Context: an optimization exercise on an open-source flow, tuned for small area, a short achievable clock period and few clock cycles. The choices shown serve that exercise and are no tape-out recipe.
Only simulation tests tie the RTL to the original design; equivalence was not proved.
Power and IR drop assume default switching activity.

**design/flow/design.v**
```verilog
`timescale 1 ns / 1 ps
module freqcalccore_v1_0_S00_AXI #
	(
		parameter integer FHT_B = 7,
		parameter integer FHT_N = 2 ** FHT_B,
		parameter IDLE = 3'b000,
		parameter PRELOAD = 3'b001,
		parameter PREMULT_1 = 3'b010,
		parameter PREMULT_2 = 3'b011,
		parameter ACCUMULATION = 3'b100,
		parameter SQUARING = 3'b101,
		parameter CONVERSION = 3'b110,
		parameter FIND_MAX = 3'b111,
		parameter integer PDM_DIV = 2,
		parameter integer SAMPLE_DIV = 256,
		parameter integer C_S_AXI_DATA_WIDTH	= 32,
		parameter integer C_S_AXI_ADDR_WIDTH	= 4
	)
	(
		input wire pdm_data,
		output wire pdm_clk,
		output wire pdm_lrsel,
		output wire led0,
		output wire led1,
		input wire  S_AXI_ACLK,
		input wire  S_AXI_ARESETN,
		input wire [C_S_AXI_ADDR_WIDTH-1 : 0] S_AXI_AWADDR,
		input wire [2 : 0] S_AXI_AWPROT,
		input wire  S_AXI_AWVALID,
		output wire  S_AXI_AWREADY,
		input wire [C_S_AXI_DATA_WIDTH-1 : 0] S_AXI_WDATA,
		input wire [(C_S_AXI_DATA_WIDTH/8)-1 : 0] S_AXI_WSTRB,
		input wire  S_AXI_WVALID,
		output wire  S_AXI_WREADY,
		output wire [1 : 0] S_AXI_BRESP,
		output wire  S_AXI_BVALID,
		input wire  S_AXI_BREADY,
		input wire [C_S_AXI_ADDR_WIDTH-1 : 0] S_AXI_ARADDR,
		input wire [2 : 0] S_AXI_ARPROT,
		input wire  S_AXI_ARVALID,
		output wire  S_AXI_ARREADY,
		output wire [C_S_AXI_DATA_WIDTH-1 : 0] S_AXI_RDATA,
		output wire [1 : 0] S_AXI_RRESP,
		output wire  S_AXI_RVALID,
		input wire  S_AXI_RREADY
	);
    localparam [767:0] CLS_TBL = 768'hb6db6cb2cb2caebaebaaaaaaa68a279a59659248e28a181f79e79e79d75d75c71c6da69a6596186175d65955144d245040f3cf3cf38e38e34d34c30c2cb28a2492081c61440c2040000000000000000000000000000000000000000000000000;
    localparam [1151:0] THR_TBL = 1152'h31ffcd8ff3a7fcfaff42dfd4fff63ffdcfff7fffe9ffffffffffffffffffffffffffffffffffffffffffffffffffffe9fff7fffdcfff63ffd4fff42dfcfaff3a7fcd8ff31ffcb7bf29dfc96ed21ab0766b198a855e81169835650949024e30528814a10518414600518014600518014600518414a10528824e30949035651169855e8198a8766b21ab096ed29dfcb7bf;
    function ge6;
        input [5:0] a;
        input [5:0] b;
        integer n;
        reg r;
        begin
            r = 1'b1;
            for (n = 0; n < 6; n = n + 1)
                r = (a[n] & ~b[n]) | (~(a[n] ^ b[n]) & r);
            ge6 = r;
        end
    endfunction
    wire clk = S_AXI_ACLK;
    wire rstn = S_AXI_ARESETN;
    reg bvalid, rvalid;
    reg [1:0] raddr;
    reg [5:0] out_k;         
    reg [17:0] out_amp;      
    reg [5:0] cache_k;       
    reg [17:0] cache_amp;
    wire wr_hs = S_AXI_AWVALID & S_AXI_WVALID & ~bvalid;
    wire rd_hs = S_AXI_ARVALID & ~rvalid;
    wire wr_nz = (S_AXI_WSTRB[0] & (|S_AXI_WDATA[7:0])) | (S_AXI_WSTRB[1] & (|S_AXI_WDATA[15:8])) |
                 (S_AXI_WSTRB[2] & (|S_AXI_WDATA[23:16])) | (S_AXI_WSTRB[3] & (|S_AXI_WDATA[31:24]));
    wire start = wr_hs & (S_AXI_AWADDR[3:2] == 2'd3) & wr_nz;
    assign S_AXI_AWREADY = ~bvalid;
    assign S_AXI_WREADY  = ~bvalid;
    assign S_AXI_BVALID  = bvalid;
    assign S_AXI_BRESP   = 2'b00;
    assign S_AXI_ARREADY = ~rvalid;
    assign S_AXI_RVALID  = rvalid;
    assign S_AXI_RRESP   = 2'b00;
    assign S_AXI_RDATA   = (raddr == 2'd1) ? {23'd0, out_k, 3'd0} :
                           (raddr == 2'd2) ? {14'd0, out_amp} : 32'd0;
    always @(posedge clk) begin
        if (!rstn) begin
            bvalid <= 1'b0;
            rvalid <= 1'b0;
            out_k <= 6'd0;
            out_amp <= 18'd0;
        end else begin
            if (wr_hs) bvalid <= 1'b1;
            else if (S_AXI_BREADY) bvalid <= 1'b0;
            if (rd_hs) rvalid <= 1'b1;
            else if (S_AXI_RREADY) rvalid <= 1'b0;
            if (start) begin
                out_k <= cache_k;
                out_amp <= cache_amp;
            end
        end
    end
    always @(posedge clk) if (rd_hs) raddr <= S_AXI_ARADDR[3:2];
    reg [7:0] cnt;           
    reg [6:0] acc;           
    wire bnd = (cnt == 8'd255);
    assign pdm_clk = ~cnt[0];
    assign led0 = ~cnt[0];
    assign led1 = pdm_data;
    assign pdm_lrsel = 1'b0;
    always @(posedge clk) begin
        if (!rstn) cnt <= 8'd0;
        else cnt <= cnt + 8'd1;
        if (cnt[0]) acc <= bnd ? 7'd0 : acc + {6'd0, pdm_data};
    end
    reg [767:0] ring;
    reg [5:0] hold;
    reg pending, clr;
    reg [6:0] ptr;
    wire ins = pending & (ptr[3:0] == 4'd15);
    wire [6:0] ptr1 = ptr + 7'd1;
    wire [2:0] wsel = ins ? ptr1[6:4] : ptr[6:4];
    always @(posedge clk) begin
        if (!rstn) begin
            pending <= 1'b0;
            clr <= 1'b0;
            ptr <= 7'd0;
        end else begin
            clr <= ins;
            if (bnd) pending <= 1'b1;
            else if (ins) pending <= 1'b0;
            if (!clr) ptr <= ptr1;
        end
        if (bnd) hold <= CLS_TBL[6*acc +: 6];
    end
    genvar gq;
    generate
        for (gq = 0; gq < 128; gq = gq + 1) begin : g_ring
            if ((gq % 16) == 0) begin : g_ins
                wire here = (ins | clr) & (wsel == (gq / 16));
                always @(posedge clk)
                    ring[6*gq +: 6] <= here ? (ins ? hold : 6'd0) : ring[6*((gq + 127) % 128) +: 6];
            end else begin : g_sh
                always @(posedge clk)
                    ring[6*gq +: 6] <= ring[6*((gq + 127) % 128) +: 6];
            end
        end
    endgenerate
    reg run_i;
    reg [3:0] ph_i;
    reg [4:0] lk_i;
    wire go = ~run_i & (cnt[7:2] == 6'd5) & (ptr1[1:0] == 2'd0);
    wire last_i = (ph_i == 4'd11) & (lk_i == 5'd16);
    always @(posedge clk) begin
        if (!rstn) begin
            run_i <= 1'b0;
            ph_i <= 4'd0;
            lk_i <= 5'd0;
        end else if (go) begin
            run_i <= 1'b1;
            ph_i <= 4'd1;
            lk_i <= 5'd0;
        end else if (run_i) begin
            if (last_i) run_i <= 1'b0;
            if (ph_i == 4'd11) begin
                ph_i <= 4'd0;
                lk_i <= lk_i + 5'd1;
            end else begin
                ph_i <= ph_i + 4'd1;
            end
        end
    end
    wire [3:0] ph_n = go ? 4'd0 : ph_i;
    wire [6:0] lk7 = go ? 7'd0 : {2'd0, lk_i};
    wire [6:0] xb = (ph_n[3:2] == 2'd0) ? lk7 :
                    (ph_n[0] ? (7'd0 - lk7) : (7'd1 - lk7));
    reg [111:0] m_r;
    reg xodd_r;
    wire [6:0] Jn = ptr1;
    wire [6:0] Mx = Jn * xb;
    genvar gu;
    generate
        for (gu = 0; gu < 16; gu = gu + 1) begin : g_m
            wire [4:0] ux = gu * xb[4:0];
            always @(posedge clk) m_r[7*gu +: 7] <= Mx - {ux, 2'b00};
        end
    endgenerate
    always @(posedge clk) xodd_r <= xb[0];
    reg [95:0] t_r;
    generate
        for (gu = 0; gu < 16; gu = gu + 1) begin : g_t
            wire [6:0] mu = m_r[7*gu +: 7];
            wire [17:0] th = THR_TBL[18*mu[5:0] +: 18];
            wire ng = (mu >= 7'd49) && (mu <= 7'd111);
            wire [5:0] xa = ring[6*(4*gu) +: 6];
            wire [5:0] xc = ring[6*(4*gu+64) +: 6];
            wire [1:0] fa = {1'b0, ge6(xa, th[17:12])} + {1'b0, ge6(xa, th[11:6])} + {1'b0, ge6(xa, th[5:0])};
            wire [1:0] fc = {1'b0, ge6(xc, th[17:12])} + {1'b0, ge6(xc, th[11:6])} + {1'b0, ge6(xc, th[5:0])};
            wire nc = ng ^ xodd_r;
            always @(posedge clk) begin
                t_r[3*gu +: 3]      <= ng ? (3'd0 - {1'b0, fa}) : {1'b0, fa};
                t_r[3*(gu+16) +: 3] <= nc ? (3'd0 - {1'b0, fc}) : {1'b0, fc};
            end
        end
    endgenerate
    reg run_e1, run_e2;
    reg [3:0] ph_e1, ph_e2;
    reg [4:0] lk_e1, lk_e2;
    always @(posedge clk) begin
        if (!rstn) begin
            run_e1 <= 1'b0;
            run_e2 <= 1'b0;
        end else begin
            run_e1 <= run_i | go;
            run_e2 <= run_e1;
        end
        ph_e1 <= ph_n;
        lk_e1 <= lk7[4:0];
        ph_e2 <= ph_e1;
        lk_e2 <= lk_e1;
    end
    integer i;
    reg signed [7:0] vsum;
    always @(*) begin
        vsum = 8'sd0;
        for (i = 0; i < 32; i = i + 1)
            vsum = vsum + {{5{t_r[3*i+2]}}, t_r[3*i +: 3]};
    end
    reg signed [7:0] vb0, vb1, vb2, vb3, vn0, vm1, vn2, vm3;
    reg signed [8:0] c1, c2;      
    wire item_e2 = run_e2 & ~ph_e2[3];
    always @(posedge clk) begin
        if (item_e2) begin
            case (ph_e2[2:0])
                3'd0: vb0 <= vsum;
                3'd1: vb1 <= vsum;
                3'd2: vb2 <= vsum;
                3'd3: vb3 <= vsum;
                3'd4: vn0 <= vsum;
                3'd5: vm1 <= vsum;
                3'd6: vn2 <= vsum;
                default: vm3 <= vsum;
            endcase
        end
        if (run_e2 && ph_e2 == 4'd10) c1 <= vm1 + vm3;
        if (run_e2 && ph_e2 == 4'd11) c2 <= vb1 - vb3;
    end
    wire gap_e2 = run_e2 & ph_e2[3];
    wire [1:0] g = ph_e2[1:0];
    wire signed [8:0] e_hi = g[1] ? (vb0 - vb2) : (vb0 + vb2);
    wire signed [8:0] o_hi = g[1] ? (vm1 - vm3) : (vb1 + vb3);
    wire signed [9:0] bin1 = g[0] ? (e_hi - o_hi) : (e_hi + o_hi);
    wire signed [8:0] e_lo = g[1] ? (vn0 - vn2) : (vn0 + vn2);
    wire signed [8:0] cc = g[1] ? c2 : c1;
    wire signed [9:0] bin2 = (g == 2'd0 || g == 2'd3) ? (e_lo + cc) : (e_lo - cc);
    wire [5:0] lk6 = {1'b0, lk_e2};
    reg [5:0] k_p;
    reg v_p;
    always @(*) begin
        case (g)
            2'd0: begin k_p = lk6 - 6'd1;  v_p = (lk_e2 >= 5'd9); end
            2'd1: begin k_p = 6'd0 - lk6;  v_p = (lk_e2 >= 5'd2); end   
            2'd2: begin k_p = lk6 + 6'd31; v_p = (lk_e2 >= 5'd1); end
            default: begin k_p = 6'd32 - lk6; v_p = (lk_e2 >= 5'd1); end
        endcase
    end
    reg signed [9:0] b1_r, b2_r;
    reg [5:0] k1_r;
    reg v1_r;
    always @(posedge clk) begin
        if (!rstn) v1_r <= 1'b0;
        else v1_r <= gap_e2 & v_p;
        b1_r <= bin1;
        b2_r <= bin2;
        k1_r <= k_p;
    end
    wire [8:0] a1 = b1_r[9] ? (9'd0 - b1_r[8:0]) : b1_r[8:0];
    wire [8:0] a2 = b2_r[9] ? (9'd0 - b2_r[8:0]) : b2_r[8:0];
    reg [16:0] sq1_r, sq2_r;
    reg signed [10:0] s_r;
    reg [5:0] k2_r;
    reg v2_r;
    always @(posedge clk) begin
        if (!rstn) v2_r <= 1'b0;
        else v2_r <= v1_r;
        sq1_r <= a1 * a1;
        sq2_r <= a2 * a2;
        s_r <= b1_r + b2_r;
        k2_r <= k1_r;
    end
    wire [17:0] p0 = sq1_r + sq2_r;
    wire [53:0] pd;
    assign pd[17:0] = p0;
    assign pd[35:18] = p0 + {{6{s_r[10]}}, s_r, 1'b0} + 18'd2;
    assign pd[53:36] = p0 + {{5{s_r[10]}}, s_r, 2'b00} + 18'd8;
    reg [53:0] mx;
    reg [17:0] mk;
    wire clr_cand = go;
    genvar gd;
    generate
        for (gd = 0; gd < 3; gd = gd + 1) begin : g_c
            wire [17:0] pv = pd[18*gd +: 18];
            wire [17:0] mv = mx[18*gd +: 18];
            wire [5:0] kv = mk[6*gd +: 6];
            wire better = (pv > mv) | ((pv == mv) & (k2_r < kv));
            always @(posedge clk) begin
                if (clr_cand) begin
                    mx[18*gd +: 18] <= 18'd0;
                    mk[6*gd +: 6] <= 6'd0;
                end else if (v2_r & better) begin
                    mx[18*gd +: 18] <= pv;
                    mk[6*gd +: 6] <= k2_r;
                end
            end
        end
    endgenerate
    wire [1:0] dsel = (acc >= 7'd91) ? 2'd2 : (acc >= 7'd46) ? 2'd1 : 2'd0;
    always @(posedge clk) begin
        if (bnd) begin
            cache_k <= mk[6*dsel +: 6];
            cache_amp <= mx[18*dsel +: 18];
        end
    end
endmodule
```
**design/flow/config.mk**
```make
export PLATFORM = sky130hd
export DESIGN_NAME = freqcalccore_v1_0_S00_AXI
export DESIGN_NICKNAME = freqcalccore_v1_0_S00_AXI
export VERILOG_FILES = /design/flow/design.v
export SDC_FILE = /design/flow/constraint.sdc
export NUM_CORES = 8
export LEC_CHECK = 0
export CAP_MARGIN = 20
export CORE_MARGIN = 2
export CORE_UTILIZATION = 30
export PLACE_DENSITY = 0.45
export SLEW_MARGIN = 20
```
**design/flow/constraint.sdc**
```tcl
create_clock -name core_clock -period 12.0 [get_ports {S_AXI_ACLK}]
set_input_delay 2.4000 -clock core_clock [delete_from_list [all_inputs] [get_ports {S_AXI_ACLK}]]
set_output_delay 2.4000 -clock core_clock [all_outputs]
set_load 0.01 [all_outputs]
```
**design/flow/run.sh**
```bash
#!/bin/bash
# synth_recipe.tcl (not shown) runs the flow's synth.tcl, then flattens the netlist and writes it again
# the make line also repeats each setting of config.mk as NAME=value (left out here)
make -C /OpenROAD-flow-scripts/flow DESIGN_CONFIG=/design/flow/config.mk WORK_HOME=/design/flow/orfs CLKGATE_MAP_FILE= SYNTH_SCRIPT=/design/flow/synth_recipe.tcl finish
```
==> qor.yml, run 1 <==
path_clk_slew_ps: 70
critPathSlowestCell: "xnor3_1"
p_leak_nw: 34.09
slew_violations: 0
cp.required_ps: 12660
io_buffers: 73
areaGrowthSynthToFinish_pct: 13.59
cts_inserted_buffers: 140
ys.flop_type: "dfxtp_1"
vias: 46100
worstPathCellList: "ha_1, nand4_1, nand2_1, ha_1, and2_1, o21ai_0, a21oi_2, nand2_1, fa_1, inv_1, ha_1, inv_1, fa_1, fa_1, inv_1, ha_1, a21oi_1, xnor2_1, xnor2_1, xnor3_1, xor2_4, xnor2_1"
period_minus_slack_ps: 7481
worstReg2RegEnd: "m_r[13]"
critPathMaxStageDelay_ps: 910
post-dp-hpwl_um: 164800
first_pass_iters: 5
cts_resized: 0
grt_pass1_vias: 46160
num_rows: 172
cts.sinks: 1256
htree_levels: 4
worstSetupEndpointType: "flop"
so_faults: "antenna rules"
yosysUniqueCellTypes: 81
hold_path_startpoint: "ring[404]"
async_flop_share_pct: 0
gr-total-overflow: 0
synth-edff-count: 121
hold_violations: 0
cp.buffers_inverters: 3
grt_max_degree: 75
cap_violations: 0
crit_family: "adder cells"
hold-worst-slack_ps: 298.8
fin_skew_ps: 49.04
cts_hold_buf: 0
tightest_slew_ps: 1147
cts_buffer_depth: 3
power.density_mw_per_mm2: 118.3
drc: 0
place.gp.congestion: 0.9514
max_clock_freq_ghz: 0.1337
irDropWorstVdd_uv: 156.3
fin_nets: 7945
postCtsSetupRepairBufs: 0
drtAntennaViolNets: 1
path_common_cell: "ha_1"
place_inst: 9582
die_x_um: 474.3
rrSetupSlack_ps: 4520
syn_area_mm2: 0.06635
finalCritPeriodShare_pct: 62.34
postLayoutCellArea_mm2: 0.07537
crit_path_start_kind: "flop"
synth_seq_area_share_pct: 39.72
place_area_mm2: 0.07033
rsz0062_at_grt: "false"
layout_setup_ws_ps: 4520
synth-seq-cells: 1256
die_area_mm2: 0.2250
final_cells: 9853
worstReg2RegStart: "ptr[0]"
crit_fanout: 16
die_h_um: 474.3
wire_per_inst_um: 20.93
relSlewSlack_pct: 23.27
crit_arrival_ps: 8140
syn_avg_cell_area_um2: 9.895
hold_depth: 0
yosysWarnings: 1
fill_cells: 22180
root_buffer: "clkbuf_16"
dp_slack_ps: 4452
core_mm2: 0.2197
finalSetupViolCount: 0
io_pins: 103
start_util_pct: 30.20
cts_tree: "done"
fin_setup_tns_ps: 0
min_to: "ring[410]"
r2r_cells: 22
status: "finished with violations"
hp-class: "flop to flop"
antenna_found_initial: 11
routed_via_density: 4.679
drt_wl_total_um: 206200
clock_latency_ps: 810
grt_use_total_pct: 18.33
grt_pass1_wl_um: 303800
drtIter0Drc: 2795
netlist_instances: 6706
drive_above_1_share_pct: 5.669
criticalPathCategory: "flop to flop"
[cell usage in the layout (no fill, tap or decap), types with 95 or more instances in the layout]
cell type / Yosys / final
xor2_1: 95 / 95
edfxtp_1: 121 / 121
fa_1: 241 / 241
nor2_1: 604 / 603
mux2i_1: 224 / 224
xnor2_1: 216 / 214
o21a_1: 162 / 162
clkbuf_16: 0 / 147
ha_1: 880 / 880
dfxtp_1: 1135 / 1129
a21o_1: 97 / 97
nand2_1: 364 / 364
a21oi_1: 415 / 415
o21ai_0: 420 / 419
inv_1: 629 / 629
[cells by family (layout without fill, tap and decap cells)]
logic type | after synthesis | count (layout) | synth area share, %
compound gates | 1410 | 1410 | 12.92
mux | 265 | 265 | 4.075
xor+xnor | 313 | 313 | 4.180
simple gates | 1464 | 1464 | 10.07
buf+inv | 872 | 1028 | 5.104
flops | 1256 | 1256 | 39.72
other cells | 1 | 34 | 0.005651
fa+ha+maj | 1125 | 1125 | 23.92
[final cells by class]
| class | count | area, um^2 | area share (%) |
|---|---|---|---|
| inverter | 651 | 2444 | 3.242 |
| sequential | 1256 | 26360 | 34.98 |
| antenna | 15 | 37.54 | 0.04980 |
| clock buffer | 197 | 4096 | 5.435 |
| tap | 2958 | 3701 | 4.910 |
| multi-input combinational | 4596 | 36740 | 48.75 |
| timing repair buffer | 121 | 1086 | 1.441 |
| clock inverter | 59 | 903.4 | 1.199 |
[worst reg2reg max path, cell delays in order (launching register included)]
cell and delay (ps):
dfxtp_1 660, ha_1 270, nand4_1 620, nand2_1 390
ha_1 240, and2_1 140, o21ai_0 120, a21oi_2 590
nand2_1 160, fa_1 540, inv_1 40, ha_1 260
inv_1 50, fa_1 500, fa_1 550, inv_1 50
ha_1 310, a21oi_1 170, xnor2_1 170, xnor2_1 100
xnor3_1 910, xor2_4 350, xnor2_1 140
[power breakdown]
| group | switching (mW) | total [mW] | internal (mW) |
|---|---|---|---|
| logic | 0.0429 | 0.0816 | 0.0386 |
| registers | 0.0131 | 4.25 | 4.24 |
| clock network | 1.86 | 4.59 | 2.72 |
[routing by layer]
layer / vias to the layer above / wire, um / global-route usage [%]
li1: 22870 / - / -
met1: 21920 / 95700 / 24.53
met2: 1001 / 91430 / 28.94
met3: 304 / 9563 / 3.011
met4: 0 / 9483 / 8.106
met5: - / 0 / 0
[how the worst max path moves through the flow]
stage,cells past startpoint,slack [ps],end,start
floorplan,27,5800,m_r[20],run_i
global placement,22,4550,m_r[27],ptr[0]
detailed placement,22,4450,m_r[97],ptr[0]
CTS,22,4380,m_r[13],ptr[0]
global route,22,3920,m_r[111],ptr[0]
finish,22,4520,m_r[13],ptr[0]
[sequential cells by signal (all words and copies together) (netlist names), 9 cells and up]
register,cells
c1,9
ring,768
out_amp,18
mk,18
s_r,11
cache_amp,18
b2_r,10
sq1_r,16
b1_r,10
sq2_r,16
mx,54
t_r,96
c2,9
m_r,48
[synthesized netlist by cell type, types with 51 or more instances]
master,instances,area [um^2]
fa_1,241,4825
dfxtp_1,1135,22720
edfxtp_1,121,3633
o22ai_1,51,319.1
nand3_1,59,295.3
xor2_1,95,832.1
nand2_1,364,1366
nand2b_1,81,506.7
xnor2_1,216,1892
nor2_1,604,2267
a21o_1,97,728.2
nor3_1,52,260.3
o21ai_0,420,2102
mux2i_1,224,2242
o21a_1,162,1216
clkbuf_1,161,604.3
a21oi_1,415,2077
ha_1,880,11010
and2_1,93,581.8
nor2b_1,89,556.8
inv_1,629,2361
[per-stage QoR]
step	utilization, %	power (mW)
floorplan	-	4.390
global placement	32.00	4.423
detailed placement	32.01	4.424
CTS	34.28	9.063
global route	34.29	9.233
finish	34.30	8.916
Testbench counts, summed over its fixed seeds: cycles 180.
==> run 2, diff against run 1 <==
--- a/design/flow/design.v
+++ b/design/flow/design.v
@@ -46,6 +46,20 @@
 	);
     localparam [767:0] CLS_TBL = 768'hb6db6cb2cb2caebaebaaaaaaa68a279a59659248e28a181f79e79e79d75d75c71c6da69a6596186175d65955144d245040f3cf3cf38e38e34d34c30c2cb28a2492081c61440c2040000000000000000000000000000000000000000000000000;
     localparam [1151:0] THR_TBL = 1152'h31ffcd8ff3a7fcfaff42dfd4fff63ffdcfff7fffe9ffffffffffffffffffffffffffffffffffffffffffffffffffffe9fff7fffdcfff63ffd4fff42dfcfaff3a7fcd8ff31ffcb7bf29dfc96ed21ab0766b198a855e81169835650949024e30528814a10518414600518014600518014600518414a10528824e30949035651169855e8198a8766b21ab096ed29dfcb7bf;
+    function [16:0] sq9;
+        input [8:0] a;
+        begin
+            sq9 = 17'({(a[0] & a[8]), (a[0] & a[7]), (a[0] & a[6]), (a[0] & a[5]), (a[0] & a[4]), (a[0] & a[3]), (a[0] & a[2]), (a[0] & a[1]), 1'b0, a[0]})
+                + 17'({(a[1] & a[8]), (a[1] & a[7]), (a[1] & a[6]), (a[1] & a[5]), (a[1] & a[4]), (a[1] & a[3]), (a[1] & a[2]), 1'b0, a[1], 1'b0, 1'b0})
+                + 17'({(a[2] & a[8]), (a[2] & a[7]), (a[2] & a[6]), (a[2] & a[5]), (a[2] & a[4]), (a[2] & a[3]), 1'b0, a[2], 1'b0, 1'b0, 1'b0, 1'b0})
+                + 17'({(a[3] & a[8]), (a[3] & a[7]), (a[3] & a[6]), (a[3] & a[5]), (a[3] & a[4]), 1'b0, a[3], 1'b0, 1'b0, 1'b0, 1'b0, 1'b0, 1'b0})
+                + 17'({(a[4] & a[8]), (a[4] & a[7]), (a[4] & a[6]), (a[4] & a[5]), 1'b0, a[4], 1'b0, 1'b0, 1'b0, 1'b0, 1'b0, 1'b0, 1'b0, 1'b0})
+                + 17'({(a[5] & a[8]), (a[5] & a[7]), (a[5] & a[6]), 1'b0, a[5], 1'b0, 1'b0, 1'b0, 1'b0, 1'b0, 1'b0, 1'b0, 1'b0, 1'b0, 1'b0})
+                + 17'({(a[6] & a[8]), (a[6] & a[7]), 1'b0, a[6], 1'b0, 1'b0, 1'b0, 1'b0, 1'b0, 1'b0, 1'b0, 1'b0, 1'b0, 1'b0, 1'b0, 1'b0})
+                + 17'({(a[7] & a[8]), 1'b0, a[7], 1'b0, 1'b0, 1'b0, 1'b0, 1'b0, 1'b0, 1'b0, 1'b0, 1'b0, 1'b0, 1'b0, 1'b0, 1'b0, 1'b0})
+                + 17'({a[8], 1'b0, 1'b0, 1'b0, 1'b0, 1'b0, 1'b0, 1'b0, 1'b0, 1'b0, 1'b0, 1'b0, 1'b0, 1'b0, 1'b0, 1'b0, 1'b0});
+        end
+    endfunction
     function ge6;
         input [5:0] a;
         input [5:0] b;
@@ -146,7 +160,8 @@
     reg run_i;
     reg [3:0] ph_i;
     reg [4:0] lk_i;
-    wire go = ~run_i & (cnt[7:2] == 6'd5) & (ptr1[1:0] == 2'd0);
+    wire [6:0] ptr2 = ptr + 7'd2;
+    wire go = ~run_i & (cnt[7:2] == 6'd5) & (ptr2[1:0] == 2'd0);
     wire last_i = (ph_i == 4'd11) & (lk_i == 5'd16);
     always @(posedge clk) begin
         if (!rstn) begin
@@ -171,18 +186,21 @@
     wire [6:0] lk7 = go ? 7'd0 : {2'd0, lk_i};
     wire [6:0] xb = (ph_n[3:2] == 2'd0) ? lk7 :
                     (ph_n[0] ? (7'd0 - lk7) : (7'd1 - lk7));
+    reg [6:0] jx_r, x_r;
+    always @(posedge clk) begin
+        jx_r <= ptr2 * xb;
+        x_r <= xb;
+    end
     reg [111:0] m_r;
     reg xodd_r;
-    wire [6:0] Jn = ptr1;
-    wire [6:0] Mx = Jn * xb;
     genvar gu;
     generate
         for (gu = 0; gu < 16; gu = gu + 1) begin : g_m
-            wire [4:0] ux = gu * xb[4:0];
-            always @(posedge clk) m_r[7*gu +: 7] <= Mx - {ux, 2'b00};
+            wire [4:0] ux = gu * x_r[4:0];
+            always @(posedge clk) m_r[7*gu +: 7] <= jx_r - {ux, 2'b00};
         end
     endgenerate
-    always @(posedge clk) xodd_r <= xb[0];
+    always @(posedge clk) xodd_r <= x_r[0];
     reg [95:0] t_r;
     generate
         for (gu = 0; gu < 16; gu = gu + 1) begin : g_t
@@ -191,8 +209,10 @@
             wire ng = (mu >= 7'd49) && (mu <= 7'd111);
             wire [5:0] xa = ring[6*(4*gu) +: 6];
             wire [5:0] xc = ring[6*(4*gu+64) +: 6];
-            wire [1:0] fa = {1'b0, ge6(xa, th[17:12])} + {1'b0, ge6(xa, th[11:6])} + {1'b0, ge6(xa, th[5:0])};
-            wire [1:0] fc = {1'b0, ge6(xc, th[17:12])} + {1'b0, ge6(xc, th[11:6])} + {1'b0, ge6(xc, th[5:0])};
+            wire a2 = ge6(xa, th[11:6]);
+            wire c2 = ge6(xc, th[11:6]);
+            wire [1:0] fa = {a2, ge6(xa, a2 ? th[5:0] : th[17:12])};
+            wire [1:0] fc = {c2, ge6(xc, c2 ? th[5:0] : th[17:12])};
             wire nc = ng ^ xodd_r;
             always @(posedge clk) begin
                 t_r[3*gu +: 3]      <= ng ? (3'd0 - {1'b0, fa}) : {1'b0, fa};
@@ -200,19 +220,23 @@
             end
         end
     endgenerate
-    reg run_e1, run_e2;
-    reg [3:0] ph_e1, ph_e2;
-    reg [4:0] lk_e1, lk_e2;
+    reg run_s1, run_e1, run_e2;
+    reg [3:0] ph_s1, ph_e1, ph_e2;
+    reg [4:0] lk_s1, lk_e1, lk_e2;
     always @(posedge clk) begin
         if (!rstn) begin
+            run_s1 <= 1'b0;
             run_e1 <= 1'b0;
             run_e2 <= 1'b0;
         end else begin
-            run_e1 <= run_i | go;
+            run_s1 <= run_i | go;
+            run_e1 <= run_s1;
             run_e2 <= run_e1;
         end
-        ph_e1 <= ph_n;
-        lk_e1 <= lk7[4:0];
+        ph_s1 <= ph_n;
+        lk_s1 <= lk7[4:0];
+        ph_e1 <= ph_s1;
+        lk_e1 <= lk_s1;
         ph_e2 <= ph_e1;
         lk_e2 <= lk_e1;
     end
@@ -223,56 +247,67 @@
         for (i = 0; i < 32; i = i + 1)
             vsum = vsum + {{5{t_r[3*i+2]}}, t_r[3*i +: 3]};
     end
+    reg signed [7:0] vsum_r;
+    reg run_e3;
+    reg [3:0] ph_e3;
+    reg [4:0] lk_e3;
+    always @(posedge clk) begin
+        if (!rstn) run_e3 <= 1'b0;
+        else run_e3 <= run_e2;
+        ph_e3 <= ph_e2;
+        lk_e3 <= lk_e2;
+        vsum_r <= vsum;
+    end
     reg signed [7:0] vb0, vb1, vb2, vb3, vn0, vm1, vn2, vm3;
     reg signed [8:0] c1, c2;      
-    wire item_e2 = run_e2 & ~ph_e2[3];
+    wire item_e3 = run_e3 & ~ph_e3[3];
     always @(posedge clk) begin
-        if (item_e2) begin
-            case (ph_e2[2:0])
-                3'd0: vb0 <= vsum;
-                3'd1: vb1 <= vsum;
-                3'd2: vb2 <= vsum;
-                3'd3: vb3 <= vsum;
-                3'd4: vn0 <= vsum;
-                3'd5: vm1 <= vsum;
-                3'd6: vn2 <= vsum;
-                default: vm3 <= vsum;
+        if (item_e3) begin
+            case (ph_e3[2:0])
+                3'd0: vb0 <= vsum_r;
+                3'd1: vb1 <= vsum_r;
+                3'd2: vb2 <= vsum_r;
+                3'd3: vb3 <= vsum_r;
+                3'd4: vn0 <= vsum_r;
+                3'd5: vm1 <= vsum_r;
+                3'd6: vn2 <= vsum_r;
+                default: vm3 <= vsum_r;
             endcase
         end
-        if (run_e2 && ph_e2 == 4'd10) c1 <= vm1 + vm3;
-        if (run_e2 && ph_e2 == 4'd11) c2 <= vb1 - vb3;
+        if (run_e3 && ph_e3 == 4'd10) c1 <= vm1 + vm3;
+        if (run_e3 && ph_e3 == 4'd11) c2 <= vb1 - vb3;
     end
-    wire gap_e2 = run_e2 & ph_e2[3];
-    wire [1:0] g = ph_e2[1:0];
+    wire gap_e3 = run_e3 & ph_e3[3];
+    wire [1:0] g = ph_e3[1:0];
     wire signed [8:0] e_hi = g[1] ? (vb0 - vb2) : (vb0 + vb2);
     wire signed [8:0] o_hi = g[1] ? (vm1 - vm3) : (vb1 + vb3);
     wire signed [9:0] bin1 = g[0] ? (e_hi - o_hi) : (e_hi + o_hi);
     wire signed [8:0] e_lo = g[1] ? (vn0 - vn2) : (vn0 + vn2);
     wire signed [8:0] cc = g[1] ? c2 : c1;
     wire signed [9:0] bin2 = (g == 2'd0 || g == 2'd3) ? (e_lo + cc) : (e_lo - cc);
-    wire [5:0] lk6 = {1'b0, lk_e2};
+    wire [5:0] lk6 = {1'b0, lk_e3};
     reg [5:0] k_p;
     reg v_p;
     always @(*) begin
         case (g)
-            2'd0: begin k_p = lk6 - 6'd1;  v_p = (lk_e2 >= 5'd9); end
-            2'd1: begin k_p = 6'd0 - lk6;  v_p = (lk_e2 >= 5'd2); end   
-            2'd2: begin k_p = lk6 + 6'd31; v_p = (lk_e2 >= 5'd1); end
-            default: begin k_p = 6'd32 - lk6; v_p = (lk_e2 >= 5'd1); end
+            2'd0: begin k_p = lk6 - 6'd1;  v_p = (lk_e3 >= 5'd9); end
+            2'd1: begin k_p = 6'd0 - lk6;  v_p = (lk_e3 >= 5'd2); end   
+            2'd2: begin k_p = lk6 + 6'd31; v_p = (lk_e3 >= 5'd1); end
+            default: begin k_p = 6'd32 - lk6; v_p = (lk_e3 >= 5'd1); end
         endcase
     end
-    reg signed [9:0] b1_r, b2_r;
+    reg [8:0] a1_r, a2_r;
+    reg signed [10:0] s1_r;
     reg [5:0] k1_r;
     reg v1_r;
     always @(posedge clk) begin
         if (!rstn) v1_r <= 1'b0;
-        else v1_r <= gap_e2 & v_p;
-        b1_r <= bin1;
-        b2_r <= bin2;
+        else v1_r <= gap_e3 & v_p;
+        a1_r <= bin1[9] ? (9'd0 - bin1[8:0]) : bin1[8:0];
+        a2_r <= bin2[9] ? (9'd0 - bin2[8:0]) : bin2[8:0];
+        s1_r <= bin1 + bin2;
         k1_r <= k_p;
     end
-    wire [8:0] a1 = b1_r[9] ? (9'd0 - b1_r[8:0]) : b1_r[8:0];
-    wire [8:0] a2 = b2_r[9] ? (9'd0 - b2_r[8:0]) : b2_r[8:0];
     reg [16:0] sq1_r, sq2_r;
     reg signed [10:0] s_r;
     reg [5:0] k2_r;
@@ -280,26 +315,27 @@
     always @(posedge clk) begin
         if (!rstn) v2_r <= 1'b0;
         else v2_r <= v1_r;
-        sq1_r <= a1 * a1;
-        sq2_r <= a2 * a2;
-        s_r <= b1_r + b2_r;
+        sq1_r <= sq9(a1_r);
+        sq2_r <= sq9(a2_r);
+        s_r <= s1_r;
         k2_r <= k1_r;
     end
-    wire [17:0] p0 = sq1_r + sq2_r;
-    wire [53:0] pd;
-    assign pd[17:0] = p0;
-    assign pd[35:18] = p0 + {{6{s_r[10]}}, s_r, 1'b0} + 18'd2;
-    assign pd[53:36] = p0 + {{5{s_r[10]}}, s_r, 2'b00} + 18'd8;
+    wire [17:0] dl0 = 18'd0;
+    wire [17:0] dl1 = {{6{s_r[10]}}, s_r, 1'b0} + 18'd2;
+    wire [17:0] dl2 = {{5{s_r[10]}}, s_r, 2'b00} + 18'd8;
+    wire [53:0] dl = {dl2, dl1, dl0};
     reg [53:0] mx;
     reg [17:0] mk;
     wire clr_cand = go;
     genvar gd;
     generate
         for (gd = 0; gd < 3; gd = gd + 1) begin : g_c
-            wire [17:0] pv = pd[18*gd +: 18];
+            wire [17:0] dv = dl[18*gd +: 18];
             wire [17:0] mv = mx[18*gd +: 18];
             wire [5:0] kv = mk[6*gd +: 6];
-            wire better = (pv > mv) | ((pv == mv) & (k2_r < kv));
+            wire [17:0] pv = sq1_r + sq2_r + dv;
+            wire [18:0] df = {2'b00, sq1_r} + {2'b00, sq2_r} + {dv[17], dv} - {1'b0, mv};
+            wire better = ~df[18] & ((df != 19'd0) | (k2_r < kv));    
             always @(posedge clk) begin
                 if (clr_cand) begin
                     mx[18*gd +: 18] <= 18'd0;
--- a/design/flow/config.mk
+++ b/design/flow/config.mk
@@ -5,8 +5,10 @@
 export SDC_FILE = /design/flow/constraint.sdc
 export NUM_CORES = 8
 export LEC_CHECK = 0
+export ABC_CLOCK_PERIOD_IN_PS = 5000
 export CAP_MARGIN = 20
 export CORE_MARGIN = 2
-export CORE_UTILIZATION = 30
-export PLACE_DENSITY = 0.45
+export CORE_UTILIZATION = 40
+export PLACE_DENSITY = 0.6
+export SETUP_SLACK_MARGIN = 5
 export SLEW_MARGIN = 20
==> qor.yml, run 2 <==
root_buffer: "clkbuf_16"
rsz0062_at_grt: "false"
cts_tree: "done"
ys.flop_type: "dfxtp_1"
max_clock_freq_ghz: 0.1514  # +13%
largest_reg_flops: 768  # unchanged
synth_seq_area_share_pct: 40.50  # +0.78 points
routed_via_density: 5.414  # +16%
p_total_mw: 8.856  # -0.67%
async_flop_share_pct: 0  # unchanged
top_register: "ring"
place_inst: 8927  # -6.8%
grt_pass1_wl_um: 293600  # -3.4%
grt_use_total_pct: 22.68  # +4.4 points
synthTopCellsByCount: "dfxtp_1 (1184), ha_1 (726), nor2_1 (551)"
syn_avg_cell_area_um2: 9.905  # +0.10%
syn_area_mm2: 0.06749  # +1.7%
grt_pass1_vias: 46870  # +1.5%
period_minus_slack_ps: 6604  # -876.9 ps
drtIter0Drc: 4569  # +63%
crit_fanout: 69  # +53
areaGrowthSynthToFinish_pct: 11.57
crit_arrival_ps: 7230  # -910 ps
mostFrequentLayoutCell: "dfxtp_1"
regArea_mm2: 0.02734  # +3.7%
drt_wl_total_um: 200400  # -2.8%
multi_input_area_mm2: 0.03725  # +1.4%
gr-total-overflow: 0  # unchanged
cts_resized: 0  # unchanged
fin_nets: 7858  # -1.1%
criticalPathCategory: "flop to flop"
tightest_slew_ps: 1365  # +217.9 ps
reg_top3: "ring (768), t_r (96), mx (54)"
netlist_instances: 6814  # +1.6%
crit_path_start_kind: "flop"
slew_violations: 0  # unchanged
synth-edff-count: 121  # unchanged
relSlewSlack_pct: 8.325  # -15 points
grt_max_degree: 70  # -6.7%
rrSetupSlack_ps: 5400  # +880 ps
worstSetupEndpointType: "flop"
die_area_mm2: 0.1720  # -24%
num_rows: 150  # -13%
finalSetupViolCount: 0  # unchanged
finalCritPeriodShare_pct: 55.03  # -7.3 points
hp-class: "flop to flop"
io_pins: 103  # unchanged
fin_setup_tns_ps: 0  # unchanged
wire_per_inst_um: 21.81  # +4.2%
drive_above_1_share_pct: 6.852  # +1.2 points
synth-seq-cells: 1305  # +3.9%
irDropWorstVdd_uv: 149.5  # -4.4%
power.density_mw_per_mm2: 117.6  # -0.57%
cts.sinks: 1305  # +3.9%
power_switching_share_pct: 21.16  # -0.36 points
io_buffers: 73  # unchanged
p_int_mw: 6.983  # -0.21%
antenna_found_initial: 14  # +3
hold_violations: 0  # unchanged
synth_area_leader_cell: "dfxtp_1"
cts_inserted_buffers: 138  # -1.4%
cp.required_ps: 12620  # -40 ps
die_x_um: 414.8  # -13%
die_h_um: 414.8  # -13%
path_clk_slew_ps: 60  # about the same
vias: 49750  # +7.9%
yosysWarnings: 1  # unchanged
final_cell_mix: "dfxtp_1 (1178), ha_1 (726), nor2_1 (550), inv_1 (501), nand2_1 (453)"
final_cells: 9188  # -6.7%
cap_violations: 0  # unchanged
clock_power_share_pct: 49.2  # -2.2 points
yosysTopAreaCellShare_pct: 35.12  # +0.88 points
drtAntennaViolNets: 0  # -1
core_mm2: 0.1674  # -24%
cts_buffer_depth: 3  # unchanged
yosysUniqueCellTypes: 102  # +26%
postCtsSetupRepairBufs: 0  # unchanged
yosysMostFrequentCell: "dfxtp_1"
place.gp.congestion: 1.007  # +5.9%
drc: 0  # unchanged
synth_top_cells_by_area: "dfxtp_1 (35%), ha_1 (13%), fa_1 (6.2%)"
htree_levels: 4  # unchanged
power.switching_mw: 1.874  # -2.3%
first_pass_iters: 7  # +2
p_comb_share_pct: 1.0  # about the same
p_leak_nw: 32.38  # -5.0%
status: "timing/DRC/antenna clean"
fill_cells: 15740  # -29%
start_util_pct: 40.32  # +10 points
cts_hold_buf: 0  # unchanged
seq_power_share_pct: 49.8  # +2.1 points
post-dp-hpwl_um: 157200  # -4.6%
clock_latency_ps: 800  # about the same
fin_skew_ps: 35.11  # -13.93 ps
run 2: cells by family after synthesis:
group                    after synthesis  synth area share [%]
AO/OA/AOI/OAI                       1427                 13.95
XOR/XNOR                             329                 4.269
adder cells (fa/ha/maj)              935                 19.66
buffers and inverters                767                 4.497
flip-flops                          1305                 40.50
multiplexers                         320                 5.028
other                                  1              0.005556
AND/OR/NAND/NOR                     1730                 12.09
run 2: metal layers:
metal / global-route usage, % / up-vias / wire [um]
met1: 31.20 / 23740 / 90070
li1: - / 23810 / -
met3: 5.921 / 418 / 17690
met2: 33.31 / 1772 / 83690
met4: 9.978 / 10 / 8838
met5: 0 / - / 61
run 2: final cells by class:
| class | count | share of cell area, % |
|---|---|---|
| Multi-Input combinational cell | 4760 | 49.47 |
| Tap cell | 2204 | 3.662 |
| Clock inverter | 68 | 1.030 |
| Sequential cell | 1305 | 36.31 |
| Timing Repair Buffer | 152 | 1.765 |
| Inverter | 508 | 2.532 |
| Clock buffer | 183 | 5.204 |
| Antenna cell | 8 | 0.02659 |
run 2: worst max-delay path: stages, from the launching register on:
cell,delay [ps]
dfxtp_2,310
buf_4,570
inv_1,630
ha_1,830
o21ai_0,170
o21ai_0,530
nor2_1,80
a21oi_1,260
ha_1,300
and3_1,150
a21oi_1,100
o21ai_1,80
o41a_1,470
mux2_2,330
ha_1,270
o311a_1,160
o211ai_1,100
a31o_1,250
ha_1,280
nor2_1,40
a21oi_1,460
run 2: final timing paths:
path         startpoint   endpoint  depth (start not counted)
min reg2reg   ring[261]  ring[267]                          0
max reg2reg      m_r[2]    t_r[55]                         20
min           ring[261]  ring[267]                          0
max              m_r[2]    t_r[55]                         20
run 2: power by group through the flow:
stage	Sequential (mW)	Clock [mW]	Combinational (mW)
3_3_place_gp	4.51	0	0.0849
3_5_place_dp	4.51	0	0.0861
2_1_floorplan	4.50	0	0.0598
5_1_grt	4.41	4.63	0.0952
4_1_cts	4.41	4.46	0.0869
6_report	4.41	4.36	0.0862
run 2: per-stage QoR:
step / instance area, um^2 / setup WS, ps / util, % / hold WS, ps
2_1_floorplan: 67560 / 6110 / - / 309.6
3_3_place_gp: 70550 / 5501 / 42.14 / 309.9
3_5_place_dp: 70560 / 5472 / 42.15 / 312.1
4_1_cts: 75250 / 5410 / 44.95 / 304.2
5_1_grt: 75280 / 5006 / 44.97 / 313.1
6_report: 75300 / 5396 / 44.98 / 306.9
Testbench counts of run 2, summed over its fixed seeds: cycles 180.
==> run 3, diff against run 2 <==
--- a/design/flow/config.mk
+++ b/design/flow/config.mk
@@ -5,10 +5,8 @@
 export SDC_FILE = /design/flow/constraint.sdc
 export NUM_CORES = 8
 export LEC_CHECK = 0
-export ABC_CLOCK_PERIOD_IN_PS = 5000
 export CAP_MARGIN = 20
 export CORE_MARGIN = 2
 export CORE_UTILIZATION = 40
 export PLACE_DENSITY = 0.6
-export SETUP_SLACK_MARGIN = 5
 export SLEW_MARGIN = 20
==> qor.yml, run 3 <==
async_flop_share_pct: 0  # unchanged
muxShareOfSynthArea_pct: 5.028  # unchanged
synth-seq-cells: 1305  # unchanged
grt_pass1_vias: 46870  # unchanged
core_mm2: 0.1674  # unchanged
yosysMostFrequentCell: "dfxtp_1"
cp.required_ps: 12620  # about the same
mostFrequentLayoutCell: "dfxtp_1"
yosysWarnings: 1  # unchanged
p_leak_nw: 32.38  # unchanged
rsz0062_at_grt: "false"
cp.buffers_inverters: 2  # unchanged
cts_buffer_depth: 3  # unchanged
p_comb_share_pct: 1.0  # about the same
final_cell_mix: "dfxtp_1 (1178), ha_1 (726), nor2_1 (550), inv_1 (501), nand2_1 (453)"
critPathSlowestCell: "ha_1"
fin_nets: 7858  # unchanged
path_common_cell: "ha_1"
crit_fanout: 69  # unchanged
wire_per_inst_um: 21.81  # unchanged
cts_resized: 0  # unchanged
synthAdderAreaFrac_pct: 19.66  # unchanged
power_switching_share_pct: 21.16  # unchanged
hp-class: "flop to flop"
power.switching_mw: 1.874  # unchanged
max_clock_freq_ghz: 0.1514  # unchanged
worstPathCellList: "buf_4, inv_1, ha_1, o21ai_0, o21ai_0, nor2_1, a21oi_1, ha_1, and3_1, a21oi_1, o21ai_1, o41a_1, mux2_2, ha_1, o311a_1, o211ai_1, a31o_1, ha_1, nor2_1, a21oi_1"
finalSetupViolCount: 0  # unchanged
p_int_mw: 6.983  # unchanged
drt_wl_total_um: 200400  # unchanged
cts_tree: "done"
finalCritPeriodShare_pct: 55.03  # unchanged
tightest_slew_ps: 1365  # unchanged
cts.sinks: 1305  # unchanged
status: "timing/DRC/antenna clean"
period_minus_slack_ps: 6604  # unchanged
crit_path_start_kind: "flop"
grt_use_total_pct: 22.68  # unchanged
die_x_um: 414.8  # unchanged
top_register: "ring"
clock_latency_ps: 800  # about the same
root_buffer: "clkbuf_16"
relSlewSlack_pct: 8.325  # unchanged
worstReg2RegStart: "m_r[2]"
crit_family: "compound AO/OA/AOI/OAI gates"
hold-worst-slack_ps: 306.9  # unchanged
synthSimpleGateAreaFrac_pct: 12.09  # unchanged
final_cells: 9188  # unchanged
largest_reg_flops: 768  # unchanged
place_inst: 8927  # unchanged
hold_violations: 0  # unchanged
synth_seq_area_share_pct: 40.50  # unchanged
slew_violations: 0  # unchanged
netlist_instances: 6814  # unchanged
clock_power_share_pct: 49.2  # about the same
hold_path_startpoint: "ring[261]"
synth_compound_area_share_pct: 13.95  # unchanged
cts_inserted_buffers: 138  # unchanged
areaGrowthSynthToFinish_pct: 11.57  # unchanged
grt_max_degree: 70  # unchanged
cts_hold_buf: 0  # unchanged
antenna_found_initial: 14  # unchanged
critPathMaxStageDelay_ps: 830  # about the same
fin_skew_ps: 35.11  # unchanged
die_h_um: 414.8  # unchanged
power.density_mw_per_mm2: 117.6  # unchanged
io_pins: 103  # unchanged
seq_power_share_pct: 49.8  # about the same
grt_pass1_wl_um: 293600  # unchanged
synth_top_cells_by_area: "dfxtp_1 (35%), ha_1 (13%), fa_1 (6.2%)"
reg_top3: "ring (768), t_r (96), mx (54)"
start_util_pct: 40.32  # unchanged
htree_levels: 4  # unchanged
yosysUniqueCellTypes: 102  # unchanged
die_area_mm2: 0.1720  # unchanged
routed_via_density: 5.414  # unchanged
syn_area_mm2: 0.06749  # unchanged
drtIter0Drc: 4569  # unchanged
synthXorXnorAreaFrac_pct: 4.269  # unchanged
crit_arrival_ps: 7230  # about the same
path_clk_slew_ps: 60  # about the same
num_rows: 150  # unchanged
synth_top_family_by_area: "adder cells"
yosysTopAreaCellShare_pct: 35.12  # unchanged
worstSetupEndpointType: "flop"
ys.flop_type: "dfxtp_1"
drive_above_1_share_pct: 6.852  # unchanged
post-dp-hpwl_um: 157200  # unchanged
first_pass_iters: 7  # unchanged
postCtsSetupRepairBufs: 0  # unchanged
syn_avg_cell_area_um2: 9.905  # unchanged
synth-edff-count: 121  # unchanged
irDropWorstVdd_uv: 149.5  # unchanged
vias: 49750  # unchanged
criticalPathCategory: "flop to flop"
io_buffers: 73  # unchanged
gr-total-overflow: 0  # unchanged
place.gp.congestion: 1.007  # unchanged
synth_area_leader_cell: "dfxtp_1"
cap_violations: 0  # unchanged
fin_setup_tns_ps: 0  # unchanged
drtAntennaViolNets: 0  # unchanged
drc: 0  # unchanged
synthTopCellsByCount: "dfxtp_1 (1184), ha_1 (726), nor2_1 (551)"
startpoint: "m_r[2]"
run 3: path summary, 6_finish.rpt:
check,depth (start not counted),to,slack (ps)
hold / removal,0,ring[267],310
setup / recovery,20,t_r[55],5400
hold reg to reg,0,ring[267],310
setup reg to reg,20,t_r[55],5400
run 3: layer usage:
layer / vias up / part of all wire (%) / global-route usage (%)
met2: 1772 / 42 / 33.31
met1: 23740 / 45 / 31.20
li1: 23810 / - / -
met4: 10 / 4.4 / 9.978
met3: 418 / 8.8 / 5.921
met5: - / 0.030 / 0
run 3: final cells by class:
class	count	area (um^2)
antenna	8	20.02
clock buffer	183	3919
clock inverter	68	775.7
fill	15740	92110
inverter	508	1907
multi-input combinational	4760	37250
sequential	1305	27340
tap	2204	2758
timing repair buffer	152	1329
run 3: cell families (layout without fill, tap and decap cells):
logic type                 after synthesis  in the layout
AOI/OAI and AO/OA                     1427           1427
xor gates and xnor gates               329            329
adders and majority gates              935            935
buffers and inverters                  767            911
DFF                                   1305           1305
muxes                                  320            320
other                                    1             27
and+or+nand+nor                       1730           1730
run 3: worst register-to-register path, stage by stage (launching register included):
cell	delay [ps]
dfxtp_2	310
buf_4	570
inv_1	690
ha_1	840
o21ai_0	170
o21ai_0	530
nor2_1	80
a21oi_1	260
ha_1	300
and3_1	150
a21oi_1	100
o21ai_1	80
o41a_1	470
mux2_2	330
ha_1	270
o311a_1	160
o211ai_1	100
a31o_1	250
ha_1	280
nor2_1	40
a21oi_1	460
run 3: power groups by stage:
stage | clock [mW] | combinational [mW] | sequential, mW
finish | 4.36 | 0.0862 | 4.41
global route | 4.63 | 0.0952 | 4.41
CTS | 4.46 | 0.0869 | 4.41
detailed placement | 0 | 0.0861 | 4.51
global placement | 0 | 0.0849 | 4.51
floorplan | 0 | 0.0598 | 4.50
run 3: through the flow:
stage | setup WS (ps) | utilization [%] | power, mW | instance area (um^2)
floorplan | 6110 | - | 4.558 | 67560
global placement | 5501 | 42.14 | 4.591 | 70550
detailed placement | 5472 | 42.15 | 4.593 | 70560
CTS | 5410 | 44.95 | 8.952 | 75250
global route | 5006 | 44.97 | 9.135 | 75280
finish | 5396 | 44.98 | 8.856 | 75300

separate check: timing with driven ports:
How much do the figures lean on ideal ports? The routed layouts below were timed once more, with nothing changed but the port constraints. Step 1 (the two cells are an assumption about what drives the block):
set clk [get_ports {S_AXI_ACLK}]
set_driving_cell -lib_cell sky130_fd_sc_hd__clkbuf_16 $clk
set_driving_cell -lib_cell sky130_fd_sc_hd__buf_2 [delete_from_list [all_inputs] $clk]
Step 2 times the ports against the registers' clock, not the clock port: input delays grow and output delays shrink by t, the midpoint of the rising clock arrivals with the driver on. Slacks: ideal ports / drivers / drivers and shift; pairs: ideal ports / drivers.
| run | shift t [ns] | setup slack, ns | worst setup path at the end | latest minus earliest clock arrival (ns) |
|---|---|---|---|---|
| run 1 | 0.869 | 4.519 / 4.519 / 4.519 | register to register | 0.059 / 0.059 |
| run 2 | 0.871 | 5.396 / 5.396 / 5.396 | register to register | 0.037 / 0.037 |
| run 3 | 0.871 | 5.396 / 5.396 / 5.396 | register to register | 0.037 / 0.037 |
